Context: an optimization exercise on an open-source flow, tuned for small area and a short achievable clock period. The choices shown serve that exercise and are no tape-out recipe. Where RTL was checked, it was by simulation tests only, not by an equivalence proof against the original. The RTL of runs 2 and 3 was laid out without a check of its function.

## flow/design.v (module list and top-level ports; edited modules follow where they fit)
// module image_enhance: 4009 lines
module image_enhance (
    input  logic        clk,
    input  logic        reset,
    input  logic        stall,
    input  logic [80:0] img,
    input  logic [71:0] fil,
    input  logic [8:0]  add_img,
    output logic [29:0] out
);
  // ...
==> flow/run.sh <==
#!/bin/bash
# synth_recipe.tcl (not shown) runs the flow's synth.tcl, then flattens the netlist and writes it again
# the make line also repeats each setting of config.mk as NAME=value (left out here)
make -C /OpenROAD-flow-scripts/flow DESIGN_CONFIG=/design/flow/config.mk WORK_HOME=/design/flow/orfs CLKGATE_MAP_FILE= SYNTH_SCRIPT=/design/flow/synth_recipe.tcl finish
==> flow/config.mk <==
export PLATFORM = sky130hd
export DESIGN_NAME = image_enhance
export DESIGN_NICKNAME = image_enhance
export VERILOG_FILES = /design/flow/design.v
export SDC_FILE = /design/flow/constraint.sdc
export NUM_CORES = 4
export LEC_CHECK = 0
export CAP_MARGIN = 20
export CORE_MARGIN = 2
export CORE_UTILIZATION = 30
export SLEW_MARGIN = 20
==> flow/constraint.sdc <==
create_clock -name core_clock -period 20.0 [get_ports {clk}]
set_input_delay 4.0000 -clock core_clock [delete_from_list [all_inputs] [get_ports {clk}]]
set_output_delay 4.0000 -clock core_clock [all_outputs]
set_load 0.01 [all_outputs]
==> run_results.csv, run 1 <==
group,metric,value,unit
hold_path,worstHoldEndpoint,"o_r[15]",
floorplanning,die_x,310,um
yosys,synth_xor_area_frac,0.00903,
critical_path,cp_slowest_cell,"buf_4",
outcome,outcome,"timing/DRC/antenna clean",
critical_path,rrSetupSlack,14.74,ns
critical_path,ff2ff_path_depth,12,
floorplanning,core,93200,um^2
timing,worst_slew_pin_slew,1.03,ns
cells_and_area,mostFrequentLayoutCell,"fa_1",
critical_path,r2r-end,"cs_r[47]",
yosys,synth_largest_area_cell,"fa_1",
timing,fin_crit,6.99,ns
global_route,grt_pass1_vias,19640,
floorplanning,num_rows,112,
yosys,synth_fa_ha_area_frac,0.470,
yosys,synth_edf_count,254,
yosys,synth-seq-cells,273,
job,cap_violations,0,
timing,tns,0,ns
place,place_hpwl,71800,um
yosys,avgSynthCellArea,11.7,um^2
detailed_routing,num_vias,17578,
cells_and_area,largest_reg_flops,81,
cells_and_area,fin_area,32500,um^2
cells_and_area,flops_and_latches,273,
==> inputs of run 2 (changes only) <==
--- a/flow/design.v
+++ b/flow/design.v
@@ -3983,21 +3983,27 @@
     logic        d3;      
     always_ff @(posedge clk) begin
         if (!stall) begin
             xh_r <= x[19:3];
             xn_r <= x[19] & (|x[2:0]);
         end
     end
     logic signed [16:0] o_r;
+    logic               o_s;
     always_ff @(posedge clk) begin
-        if (reset) o_r <= 17'd0;
-        else if (!stall) o_r <= d3 ? xh_r + {16'd0, xn_r} : 17'd0;
+        if (reset) begin
+            o_r <= 17'd0;
+            o_s <= 1'b0;
+        end else if (!stall) begin
+            o_r <= d3 ? xh_r + {16'd0, xn_r} : 17'd0;
+            o_s <= d3 & xh_r[16] & ~(xn_r & (&xh_r[15:0]));
+        end
     end
-    assign out = {{13{o_r[16]}}, o_r};
+    assign out = {{7{o_s}}, {7{o_r[16]}}, o_r[15:0]};
     always_ff @(posedge clk) begin
         if (reset) begin
             v1 <= 1'b0;
             s2 <= 1'b0;
             d2 <= 1'b0;
             d3 <= 1'b0;
         end else if (!stall) begin
             v1 <= 1'b1;
==> flow/flow/run.sh (new file) <==
#!/bin/bash
# Layout flow: the standard synthesis, then a netlist pass that removes
# inverters around the full-adder cells (flow/invopt.py: cell polarities chosen so fewer inverters are needed), then the standard
# ORFS flow from floorplan to finish with the settings in flow/settings.txt.
set -euo pipefail
R=orfs/results/sky130hd/image_enhance/base
bash standard.sh synth > synth.log 2>&1
python3 flow/invopt.py $R/1_2_yosys.v $R/1_2_yosys_invopt.v > invopt.log 2>&1
cp $R/1_2_yosys.v $R/1_2_yosys_orig.v
cp $R/1_2_yosys_invopt.v $R/1_2_yosys.v
rm -f $R/1_synth.odb $R/1_synth.sdc
mapfile -t EXTRA < flow/settings.txt
bash standard.sh "${EXTRA[@]}" finish > finish.log 2>&1
==> flow/flow/invopt.py (new file) <==
#!/usr/bin/env python3
"""Remove inverters around adder cells in a mapped sky130hd netlist.

The netlist's logic is kept; only the polarity in which signals are carried
changes:
  * fa cells are self-dual, FA(~a,~b,~c) = (~sum, ~cout), so each may work
    on complemented inputs and give complemented outputs;
  * 2-input AND/OR-type gates (and2, nand2, or2, nor2 and their b-variants)
    and xor2/xnor2 take their inputs in either polarity and give their output
    in either polarity, by choice of cell;
  * ha cells are split into an xor gate and an AND-type gate when that helps.
Every other cell, and every port, keeps the polarity it has.  The choice is
made by simulated annealing on total cell area, then every inverter is
rebuilt: at most one per driven signal.

Usage: invopt2.py IN.v OUT.v
"""
import re, sys, random, math, os
from collections import defaultdict

src = open(sys.argv[1]).read()
OUTP = {"X", "Y", "Q", "Q_N", "SUM", "COUT", "HI", "LO", "GCLK"}
PFX = "sky130_fd_sc_hd__"
inst_re = re.compile(r'^(\s*)(sky130_fd_sc_hd__\w+)\s+(\S+)\s*\((.*?)\);\n', re.S | re.M)
pin_re = re.compile(r'\.(\w+)\(\s*((?:\\\S+\s)|[^()\s]+)\s*\)')

cells, pieces, last = [], [], 0
for m in inst_re.finditer(src):
    pieces.append(src[last:m.start()])
    pins = [(p, n.strip()) for p, n in pin_re.findall(m.group(4))]
    cells.append({"type": m.group(2), "name": m.group(3), "pins": pins, "ind": m.group(1)})
    pieces.append(len(cells) - 1)
    last = m.end()
pieces.append(src[last:])

header_text = "".join(p for p in pieces if isinstance(p, str))
special = set()
for m in re.finditer(r'^\s*(input|output|inout)\s+(\[[^\]]*\]\s*)?(\S+?)\s*;', header_text, re.M):
    special.add(m.group(3))
for m in re.finditer(r'^\s*assign\s+(.*?);', header_text, re.M | re.S):
    for t in re.findall(r'\\\S+|[A-Za-z_][\w$]*', m.group(1)):
        special.add(t)

def base(n):
    return n if n.startswith("\\") else re.sub(r'\[\d+\]$', '', n)

def is_special(n):
    return n in special or base(n) in special or "'" in n

driver, loads = {}, defaultdict(list)
for i, c in enumerate(cells):
    for p, n in c["pins"]:
        if p in OUTP:
            driver[n] = (i, p)
        else:
            loads[n].append((i, p))

def kind_of(t):
    if not t.startswith(PFX):
        return None
    return t[len(PFX):]

INVRE = re.compile(r'(clk)?inv_\d+$')
inv_cells = {i for i, c in enumerate(cells) if INVRE.match(kind_of(c["type"]))}

# AND-type cells: name -> (pinA, pinB, out, ia, ib, io): out = AND(A^ia, B^ib) ^ io
ANDT = {
    "and2_1": ("A", "B", "X", 0, 0, 0), "and2_0": ("A", "B", "X", 0, 0, 0),
    "nand2_1": ("A", "B", "Y", 0, 0, 1),
    "or2_1": ("A", "B", "X", 1, 1, 1), "or2_0": ("A", "B", "X", 1, 1, 1),
    "nor2_1": ("A", "B", "Y", 1, 1, 0),
    "and2b_1": ("A_N", "B", "X", 1, 0, 0),
    "nand2b_1": ("A_N", "B", "Y", 1, 0, 1),
    "or2b_1": ("A", "B_N", "X", 1, 0, 1),
    "nor2b_1": ("A", "B_N", "Y", 1, 0, 0),
}
XORT = {"xor2_1": ("A", "B", "X", 0), "xnor2_1": ("A", "B", "Y", 1)}
A = {"and2": 6.256, "nand2": 3.7536, "nor2": 3.7536, "or2": 6.256,
     "nor2b": 6.256, "nand2b": 6.256, "xor2": 8.7584, "ha": 12.512}
INV = 3.7536

def root_of(n):
    par, k = 0, 0
    while n in driver and driver[n][0] in inv_cells and k < 100:
        n = dict(cells[driver[n][0]]["pins"])["A"]
        par ^= 1
        k += 1
    return n, par

netroot = {n: root_of(n) for n in set(driver) | set(loads)}
trees = {}
for n, (r, par) in netroot.items():
    t = trees.setdefault(r, {"nets": [], "loads": [], "frozen": False})
    t["nets"].append((n, par))
    if is_special(n) and n != r:
        t["frozen"] = True
    for (ci, p) in loads[n]:
        if ci not in inv_cells:
            t["loads"].append((ci, p, par))

# node kinds
kind = {}
for i, c in enumerate(cells):
    k = kind_of(c["type"])
    if i in inv_cells:
        kind[i] = "inv"
    elif re.match(r'fa_1$', k):
        kind[i] = "fa"
    elif k == "ha_1":
        kind[i] = "ha"
    elif k in ANDT:
        kind[i] = "and"
    elif k in XORT:
        kind[i] = "xor"
    else:
        kind[i] = "fixed"

# cells touching frozen trees or driving special roots are fixed
for r, t in trees.items():
    if t["frozen"] or is_special(r):
        if r in driver:
            kind[driver[r][0]] = "fixed" if kind[driver[r][0]] != "inv" else "inv"
        if t["frozen"]:
            for (ci, p, par) in t["loads"]:
                kind[ci] = "fixed"

# per node: input literals (root, lp) and output roots
pinmap = {i: dict(c["pins"]) for i, c in enumerate(cells)}
node_in = {}
for i, c in enumerate(cells):
    k = kind[i]
    if k in ("and", "xor", "ha"):
        pm = pinmap[i]
        if k == "and":
            pa, pb, po, ia, ib, io = ANDT[kind_of(c["type"])]
        elif k == "xor":
            pa, pb, po, io = XORT[kind_of(c["type"])]
            ia = ib = 0
        else:
            pa, pb, ia, ib, io = "A", "B", 0, 0, 0
        ra, par_a = netroot[pm[pa]]
        rb, par_b = netroot[pm[pb]]
        node_in[i] = (ra, par_a ^ ia, rb, par_b ^ ib, io)

# variables: fa -> [f]; and/xor -> [o]; ha -> [o_s, o_c]
pol = defaultdict(int)       # (cell, outpin) -> output polarity
def outpol(r):
    if r not in driver:
        return 0
    ci, p = driver[r]
    return pol[(ci, p)]

def and_cell(pa, pb, oo):
    if pa == pb:
        return {(0, 0): "and2", (0, 1): "nand2", (1, 0): "nor2", (1, 1): "or2"}[(pa, oo)]
    return "nand2b" if oo else "nor2b"

def node_cost(i):
    k = kind[i]
    if k not in ("and", "xor", "ha"):
        return 0.0
    ra, la, rb, lb, io = node_in[i]
    pa, pb = la ^ outpol(ra), lb ^ outpol(rb)
    if k == "and":
        oo = io ^ pol[(i, ANDT[kind_of(cells[i]["type"])][2])]
        return A[and_cell(pa, pb, oo)]
    if k == "xor":
        return A["xor2"]
    os_, oc = pol[(i, "SUM")], pol[(i, "COUT")]
    if pa == 0 and pb == 0 and os_ == 0 and oc == 0:
        return A["ha"]
    return A["xor2"] + A[and_cell(pa, pb, oc)]

def load_need(ci, p, par, pd):
    """1 if this load pin needs the complement of the root net."""
    k = kind[ci]
    if k in ("and", "xor", "ha"):
        return 0
    if k == "fa":
        return par ^ pd ^ pol[(ci, "SUM")]
    return par ^ pd

def root_cost(r):
    t = trees[r]
    if t["frozen"]:
        return 0.0
    pd = outpol(r)
    for (ci, p, par) in t["loads"]:
        if load_need(ci, p, par, pd):
            return INV
    return 0.0

# variables
var_cells = [i for i in range(len(cells)) if kind[i] in ("fa", "and", "xor", "ha")]
out_roots = defaultdict(set)
in_roots = defaultdict(set)
for r, t in trees.items():
    if r in driver:
        out_roots[driver[r][0]].add(r)
    for (ci, p, par) in t["loads"]:
        in_roots[ci].add(r)
abs_loads = defaultdict(set)     # root -> absorbing nodes loading it
for r, t in trees.items():
    for (ci, p, par) in t["loads"]:
        if kind[ci] in ("and", "xor", "ha"):
            abs_loads[r].add(ci)

def flip_var(i, which):
    k = kind[i]
    if k == "fa":
        pol[(i, "SUM")] ^= 1
        pol[(i, "COUT")] ^= 1
    elif k in ("and", "xor"):
        o = ANDT[kind_of(cells[i]["type"])][2] if k == "and" else XORT[kind_of(cells[i]["type"])][2]
        pol[(i, o)] ^= 1
    else:
        pol[(i, "SUM" if which == 0 else "COUT")] ^= 1

def affected(i):
    rs = set(out_roots[i]) | set(in_roots[i])
    ns = {i}
    for r in out_roots[i]:
        ns |= abs_loads[r]
    return rs, ns

aff_cache = {i: affected(i) for i in var_cells}

def local(i):
    rs, ns = aff_cache[i]
    return sum(root_cost(r) for r in rs) + sum(node_cost(n) for n in ns)

def total():
    return sum(root_cost(r) for r in trees) + sum(node_cost(n) for n in range(len(cells)))

moves = [(i, 0) for i in var_cells] + [(i, 1) for i in var_cells if kind[i] == "ha"]
random.seed(1)
before = total() + INV * 0
inv_before = len(inv_cells) * INV
T0 = float(os.environ.get("T0", "4.0"))
steps = int(os.environ.get("SA", "300")) * len(moves)
for s_ in range(steps):
    i, w = moves[random.randrange(len(moves))]
    c0 = local(i)
    flip_var(i, w)
    dl = local(i) - c0
    T = T0 * (1 - s_ / steps)
    if not (dl < 0 or (T > 0.01 and random.random() < math.exp(-dl / T))):
        flip_var(i, w)
changed, passes = True, 0
while changed and passes < 50:
    changed, passes = False, passes + 1
    for (i, w) in moves:
        c0 = local(i)
        flip_var(i, w)
        if local(i) - c0 < -1e-9:
            changed = True
        else:
            flip_var(i, w)
after = total()
print(f"cost (gate area of the flexible cells + inverters): {before:.1f} -> {after:.1f}", file=sys.stderr)

# ---- rebuild ----
remove = set()
for r, t in trees.items():
    if not t["frozen"]:
        for (n, par) in t["nets"]:
            if n in driver and driver[n][0] in inv_cells:
                remove.add(driver[n][0])
new_cells, new_wires = [], []
cnt = [0]
invnet = {}
def get_inv(r):
    if r not in invnet:
        cnt[0] += 1
        n = f"_invopt_n{cnt[0]}_"
        new_wires.append(n)
        new_cells.append({"type": PFX + "inv_1", "name": f"_invopt_{cnt[0]}_",
                          "pins": [("A", r), ("Y", n)], "ind": "  "})
        invnet[r] = n
    return invnet[r]

# reconnect fixed and fa loads
for r, t in trees.items():
    if t["frozen"]:
        continue
    pd = outpol(r)
    for (ci, p, par) in t["loads"]:
        if kind[ci] in ("and", "xor", "ha"):
            continue
        tgt = get_inv(r) if load_need(ci, p, par, pd) else r
        cells[ci]["pins"] = [(pp, tgt if pp == p else nn) for (pp, nn) in cells[ci]["pins"]]

AND_PINS = {"and2": ("A", "B", "X"), "nand2": ("A", "B", "Y"), "nor2": ("A", "B", "Y"),
            "or2": ("A", "B", "X")}
def make_and(pa, pb, oo, ra, rb, outnet):
    t = and_cell(pa, pb, oo)
    if t in AND_PINS:
        a, b, o = AND_PINS[t]
        return PFX + t + "_1", [(a, ra), (b, rb), (o, outnet)]
    # mixed: inverted-literal input goes to A_N (nand2b) / A (nor2b)
    inv_in, true_in = (ra, rb) if pa else (rb, ra)
    if t == "nand2b":
        return PFX + "nand2b_1", [("A_N", inv_in), ("B", true_in), ("Y", outnet)]
    return PFX + "nor2b_1", [("A", inv_in), ("B_N", true_in), ("Y", outnet)]

def make_xor(pa, pb, want_func_inv, ra, rb, outnet):
    # pins see a^pa, b^pb; output must be a^b^want_func_inv
    if pa ^ pb ^ want_func_inv:
        return PFX + "xnor2_1", [("A", ra), ("B", rb), ("Y", outnet)]
    return PFX + "xor2_1", [("A", ra), ("B", rb), ("X", outnet)]

hx = [0]
for i in var_cells:
    k = kind[i]
    if k not in ("and", "xor", "ha"):
        continue
    c = cells[i]
    ra, la, rb, lb, io = node_in[i]
    pa, pb = la ^ outpol(ra), lb ^ outpol(rb)
    pm = pinmap[i]
    if k == "and":
        o = ANDT[kind_of(c["type"])][2]
        c["type"], c["pins"] = make_and(pa, pb, io ^ pol[(i, o)], ra, rb, pm[o])
    elif k == "xor":
        o = XORT[kind_of(c["type"])][2]
        c["type"], c["pins"] = make_xor(pa, pb, io ^ pol[(i, o)], ra, rb, pm[o])
    else:
        os_, oc = pol[(i, "SUM")], pol[(i, "COUT")]
        if pa == 0 and pb == 0 and os_ == 0 and oc == 0:
            c["pins"] = [("A", ra), ("B", rb), ("COUT", pm["COUT"]), ("SUM", pm["SUM"])]
        else:
            hx[0] += 1
            t1, p1 = make_xor(pa, pb, os_, ra, rb, pm["SUM"])
            new_cells.append({"type": t1, "name": f"_haxor_{hx[0]}_", "pins": p1, "ind": "  "})
            c["type"], c["pins"] = make_and(pa, pb, oc, ra, rb, pm["COUT"])

def fmt_net(n):
    return n + " " if n.startswith("\\") else n

def fmt(c):
    pins = ",\n".join(f"    .{p}({fmt_net(n)})" for p, n in c["pins"])
    return f"{c['ind']}{c['type']} {c['name']} (\n{pins}\n  );\n"

used = set()
for i, c in enumerate(cells):
    if i not in remove:
        used.update(n for p, n in c["pins"])
for c in new_cells:
    used.update(n for p, n in c["pins"])

out = []
for p in pieces:
    if isinstance(p, str):
        def keep(m):
            n = m.group(1)
            return m.group(0) if (n in used or is_special(n)) else ""
        out.append(re.sub(r'^\s*wire\s+(\\\S+|[\w$]+)\s*;\n', keep, p, flags=re.M))
    elif p not in remove:
        out.append(fmt(cells[p]))
text = "".join(out)
i = text.rfind("endmodule")
text = text[:i] + "".join(fmt(c) for c in new_cells) + text[i:]
m = re.search(r'^\s*wire\s', text, re.M)
text = text[:m.start()] + "\n" + "".join(f"  wire {w};\n" for w in new_wires) + text[m.start():]
open(sys.argv[2], "w").write(text)
from collections import Counter
print(f"removed {len(remove)} inverters, added {sum(1 for c in new_cells if 'inv_1' in c['type'])}, "
      f"split {hx[0]} half adders", file=sys.stderr)
==> flow/flow/settings.txt (new file) <==
SETUP_SLACK_MARGIN=15.0
BUFFER_PORTS_ARGS=-buffer_cell sky130_fd_sc_hd__buf_1
==> flow/standard.sh (new file) <==
#!/bin/bash
# synth_recipe.tcl (not shown) runs the flow's synth.tcl, then flattens the netlist and writes it again
# the make line also repeats each setting of config.mk as NAME=value (left out here)
make -C /OpenROAD-flow-scripts/flow DESIGN_CONFIG=/design/flow/config.mk WORK_HOME=/design/flow/orfs CLKGATE_MAP_FILE= SYNTH_SCRIPT=/design/flow/synth_recipe.tcl "${@:-finish}"
removed: flow/run.sh
==> run 2 against run 1 <==
Net effect: synthesized cell count down 15%; largest cell class unchanged; still clean; global-route usage up 0.24 points; area after synthesis is 6.9% lower; clock-buffer cell count shrank 3.
==> run_results.csv, run 2 <==
group,metric,value,unit
detailed_routing,num_vias,16765,
timing,grt_setup_unrepaired,"true",
clocking,numCtsBuffers,31,
cells_and_area,top_register,"g_r",
timing,slew_viol_final,0,
critical_path,r2r_start,"g_r[11]",
detailed_routing,drc,0,
cells_and_area,drive_gt1_frac,0.0974,
floorplanning,pin_count,195,
place,dp_slack,13.53,ns
clocking,path_clk_slew,0.06,ns
timing,hold_violations,0,
clocking,cts.sinks,274,
timing,setup_violations,0,
job,cap_violations,0,
place,globalplace.congestion,0.936,
timing,tns,0,ns
clocking,cts.htree.levels,1,
critical_path,rrSetupSlack,15.06,ns
yosys,yosysWarnings,1,
critical_path,ff2ff_path_depth,11,
global_route,globalRouteOverflowTotal,0,
outcome,outcome,"timing/DRC/antenna clean",
global_route,grtUsageMet1,0.236,
yosys,avgSynthCellArea,12.9,um^2
clocking,cts_hold_buf,0,
yosys,synthesis.area,26200,um^2
timing,slew_headroom,0.521,
timing,fmax,0.195,GHz
global_route,grt_max_degree,89,
global_route,grtUsageMet3,0.0377,
yosys,syn-num-nets,2858,
place,io_buffer_count,194,
place,post-place-cells,3327,
timing,min_period_over_period,0.256,
global_route,busiest_layer,"met2",
cells_and_area,area_delta_synth_final,14.9,%
hold_path,worstHoldEndpoint,"o_r[12]",
critical_path,cp_slowest_cell,"dfxtp_4",
cells_and_area,final_cell_mix,"fa_1, nand2_1, edfxtp_1",
critical_path,path_class,"reg -> out",
floorplanning,num_rows,108,
global_route,grt_pass1_vias,18658,
global_route,grt_usage,0.187,
critical_path,critPathTopFamily,"flip-flops",
timing,worst_slack,14.88,ns
cells_and_area,reg_top3,"g_r x81, cs_r x74, f_r x72",
detailed_routing,wire_per_inst,23.9,um
hold_path,hold-path-cell-count,2,
detailed_routing,drt-initial-drc-count,1391,
global_route,met2_usage,0.320,
timing,worst_slew_pin_slew,0.718,ns
cells_and_area,fillers,8480,
global_route,antenna_found_initial,2,
critical_path,worstPathMaxFanout,8,
hold_path,hold_class,"reg -> reg",
cells_and_area,final_cells,3464,
cells_and_area,largest_reg_flops,81,
yosys,synthCells,2032,
clocking,clock_path_buffers,3,
floorplanning,initial_utilization,0.302,
critical_path,crit_buf_inv,1,
timing,finClkSkew,0.0423,ns
hold_path,hold_start,"o_r[12]",
floorplanning,core,86600,um^2
detailed_routing,antenna_left,0,
clocking,root_buffer,"clkbuf_16",
place,place_hpwl,68400,um
floorplanning,die_h,299,um
floorplanning,die_x,299,um
clocking,clkLatencyLatePin,0.62,ns
critical_path,end_kind,"primary output",
detailed_routing,routed_wl,82700,um
critical_path,cp.required,16.00,ns
critical_path,r2r-end,"cs_r[43]",
critical_path,startpoint_type,"flip-flop",
cells_and_area,nets,3113,
critical_path,max_stage_delay,0.39,ns
cells_and_area,mostFrequentLayoutCell,"fa_1",
cells_and_area,num_antenna_cells,0,
clocking,cts_tree,"done",
timing,fin_crit,5.12,ns
critical_path,cp_cell_sequence,"buf_2",
detailed_routing,dr.pass1.iters,5,
floorplanning,dieArea,89700,um^2
global_route,grt_first_pass_wirelength,122000,um
detailed_routing,vias_per_cell,4.84,
critical_path,cp.arrival,1.12,ns
run 2: changes by cell type in the layout (fill, tap and decap cells not counted), sizes merged, moves of 10 or more:
cell / delta
xor2: +10
clkdlybuf4s50: -194
buf: +272
or2: +14
ha: -23
and2: -246
inv: -412
xnor2: +14
nand2: +251
run 2: worst register-to-register path: stages (launching register included):
cell,delay (ns)
edfxtp_1,0.54
buf_4,0.18
nand2_2,0.05
fa_1,0.47
fa_2,0.48
fa_2,0.43
fa_2,0.58
fa_1,0.44
fa_2,0.55
fa_1,0.43
fa_1,0.49
inv_1,0.04
run 2: stage by stage:
| step | instance area, um^2 | util | hold slack, ns |
|---|---|---|---|
| after global routing | 30100 | 0.347 | 0.465 |
| after global placement | 28100 | 0.325 | 0.441 |
| after detailed placement | 28100 | 0.325 | 0.442 |
| after CTS | 29800 | 0.344 | 0.454 |
| final | 30100 | 0.347 | 0.451 |
| after floorplan | 26200 | - | 0.470 |
run 2: layer usage:
| metal | wire [um] | vias to the layer above |
|---|---|---|
| li1 | - | 7006 |
| met1 | 32200 | 8804 |
| met2 | 40800 | 760 |
| met3 | 6360 | 193 |
| met4 | 3240 | 2 |
| met5 | 14 | - |
run 2: how the worst max path moves through the flow:
stage	startpoint	to	slack (ns)	cells after the start
floorplan	stall	o_r[0]	11.56	5
CTS	o_r[16]	out[16]	14.87	1
finish	o_s	out[24]	14.88	1
detailed placement	stall	f_r[13]	13.53	5
global route	o_s	out[24]	14.83	1
global placement	stall	g_r[15]	13.55	5
run 2: cell type report:
class | instances | area [um^2] | share of cell area
multi-input cells | 1615 | 17600 | 0.586
flip-flops and latches | 274 | 8060 | 0.268
inverters | 86 | 327 | 0.0108
well taps | 1155 | 1450 | 0.0480
repair buffers | 279 | 1620 | 0.0537
clock buffers | 37 | 798 | 0.0265
clock inverters | 18 | 216 | 0.00719
run 2: repair_timing:
| item | in CTS | in global routing |
|---|---|---|
| endpoints found under the setup margin | 121 | 122 |
| buffers inserted | 54 | 26 |
| hold endpoints to repair | 0 | 0 |
| gates resized for setup | 76 | 25 |
| cloned | 1 | 1 |
| pin swaps | 3 | 14 |
==> inputs of run 3 (changes only) <==
--- a/flow/config.mk
+++ b/flow/config.mk
@@ -8,4 +8,5 @@
 export CAP_MARGIN = 20
 export CORE_MARGIN = 2
 export CORE_UTILIZATION = 30
+export CTS_BUF_LIST = sky130_fd_sc_hd__clkbuf_8
 export SLEW_MARGIN = 20
==> run 3 against run 2 <==
Net effect: sequential share of layout area is essentially flat; still clean on timing, DRC and antenna; routed wire length grew 1.8%; highest routed layer is now met4; global-route usage is 0.39 points higher; core utilization about the same.
==> run_results.csv, run 3 <==
group,metric,value,unit
outcome,outcome,"timing/DRC/antenna clean",
yosys,syn-num-nets,2858,
job,cap_violations,0,
timing,slew_viol_final,0,
cells_and_area,num_antenna_cells,0,
floorplanning,dieArea,89700,um^2
critical_path,critPathTopFamily,"flip-flops",
cells_and_area,mostFrequentLayoutCell,"fa_1",
critical_path,worstPathMaxFanout,8,
global_route,grt_first_pass_wirelength,124000,um
critical_path,rrSetupSlack,15.05,ns
clocking,cts.htree.levels,2,
detailed_routing,antenna_left,0,
timing,min_period_over_period,0.259,
floorplanning,core,86600,um^2
floorplanning,initial_utilization,0.302,
clocking,cts.sinks,274,
clocking,cts_hold_buf,0,
yosys,synthCells,2032,
global_route,grt_max_degree,83,
clocking,path_clk_slew,0.06,ns
cells_and_area,nets,3126,
timing,finClkSkew,0.0369,ns
critical_path,cp.required,16.00,ns
floorplanning,pin_count,195,
critical_path,max_stage_delay,0.38,ns
critical_path,crit_buf_inv,1,
critical_path,startpoint_type,"flip-flop",
floorplanning,die_h,299,um
critical_path,cp_slowest_cell,"dfxtp_4",
detailed_routing,drt-initial-drc-count,1428,
cells_and_area,largest_reg_flops,81,
detailed_routing,drc,0,
global_route,grt_usage,0.190,
clocking,root_buffer,"clkbuf_8",
place,globalplace.congestion,0.917,
floorplanning,die_x,299,um
cells_and_area,final_cell_mix,"fa_1, nand2_1, edfxtp_1",
cells_and_area,area_delta_synth_final,15.0,%
critical_path,cp.arrival,1.19,ns
yosys,synthesis.area,26200,um^2
floorplanning,num_rows,108,
detailed_routing,num_vias,17095,
timing,fin_crit,5.19,ns
hold_path,hold_class,"reg -> reg",
timing,setup_violations,0,
clocking,cts_tree,"done",
timing,fmax,0.193,GHz
global_route,antenna_found_initial,1,
critical_path,cp_cell_sequence,"buf_2",
timing,tns,0,ns
detailed_routing,vias_per_cell,4.89,
cells_and_area,reg_top3,"g_r x81, cs_r x74, f_r x72",
timing,slew_headroom,0.496,
critical_path,end_kind,"primary output",
place,place_hpwl,68800,um
clocking,clkLatencyLatePin,0.67,ns
timing,hold_violations,0,
cells_and_area,drive_gt1_frac,0.102,
timing,worst_slew_pin_slew,0.755,ns
global_route,globalRouteOverflowTotal,0,
clocking,clock_path_buffers,3,
yosys,avgSynthCellArea,12.9,um^2
cells_and_area,top_register,"g_r",
yosys,yosysWarnings,1,
global_route,grt_pass1_vias,18558,
detailed_routing,dr.pass1.iters,5,
detailed_routing,routed_wl,84100,um
critical_path,path_class,"reg -> out",
timing,grt_setup_unrepaired,"true",
cells_and_area,fillers,8543,
detailed_routing,wire_per_inst,24.0,um
place,io_buffer_count,194,
clocking,numCtsBuffers,51,
## run 3: worst paths after layout
kind                               from  depth (start not counted)       end
worst min register to register  o_r[14]                          2   o_r[14]
worst max register to register   f_r[7]                         11  cs_r[55]
worst min-delay path            o_r[14]                          2   o_r[14]
worst max-delay path            o_r[16]                          1   out[21]
## run 3: timing repair
item	in CTS	in global routing
resized for setup	76	19
hold endpoints to repair	0	0
setup endpoints to repair	278	43
pin swaps	0	2
buffers inserted	41	32
cloned	3	0
## run 3: layer usage
layer	routed length [um]	part of all wire	up-vias	global-route usage
met5	0	0	-	0
met4	2810	0.033	0	0.0574
met3	6590	0.078	200	0.0385
met2	41900	0.50	823	0.327
met1	32800	0.39	9028	0.243
li1	-	-	7044	-
## run 3: final cells by class
| type | instances | area, um^2 | area share |
|---|---|---|---|
| flip-flops and latches | 274 | 8060 | 0.267 |
| clock inverters | 43 | 347 | 0.0115 |
| well taps | 1155 | 1450 | 0.0480 |
| clock buffers | 53 | 729 | 0.0242 |
| repair buffers | 272 | 1600 | 0.0531 |
| inverters | 86 | 327 | 0.0108 |
| multi-input cells | 1615 | 17600 | 0.585 |
## run 3: metrics by stage
| step | util | cells | setup slack, ns | hold WS [ns] | area (um^2) |
|---|---|---|---|---|---|
| 4_1_cts | 0.344 | 3466 | 14.76 | 0.455 | 29800 |
| 3_3_place_gp | 0.325 | 3326 | 13.12 | 0.436 | 28100 |
| 3_5_place_dp | 0.325 | 3326 | 13.07 | 0.442 | 28100 |
| 5_1_grt | 0.348 | 3498 | 14.75 | 0.477 | 30100 |
| 6_report | 0.348 | 3498 | 14.81 | 0.454 | 30100 |
| 2_1_floorplan | - | 2032 | 11.56 | 0.470 | 26200 |

[separate check: timing with driven ports]
Ports are ideal in the flow. The routed layouts listed here were re-timed in OpenROAD.
Step 1 (the two cells are an assumption about what drives the block):
set clk [get_ports {clk}]
set_driving_cell -lib_cell sky130_fd_sc_hd__clkbuf_16 $clk
set_driving_cell -lib_cell sky130_fd_sc_hd__buf_2 [delete_from_list [all_inputs] $clk]
Step 2 also shifts input and output timing later by t, the mid clock arrival at the registers, as if the neighbouring blocks saw the same clock.
Three values: no drivers, after step 1, after step 2; two values: the first two.
run | t (ns) | setup WS [ns] | clock arrival spread, ns | worst register clock-pin slew, ns | pins driven straight from the clock port
run 1 | 0.615 | 13.007 / 13.039 / 12.425 | 0.012 / 0.013 | 0.06 / 0.06 | 1
run 2 | 0.654 | 14.878 / 14.821 / 14.497 | 0.044 / 0.044 | 0.07 / 0.07 | 1
run 3 | 0.706 | 14.814 / 14.755 / 14.314 | 0.038 / 0.037 | 0.06 / 0.06 | 1
After both steps setup and hold are still met in every run listed. For run 1, which loses most, drivers alone change the setup slack by +0.032 ns; drivers and shift together by -0.582 ns.
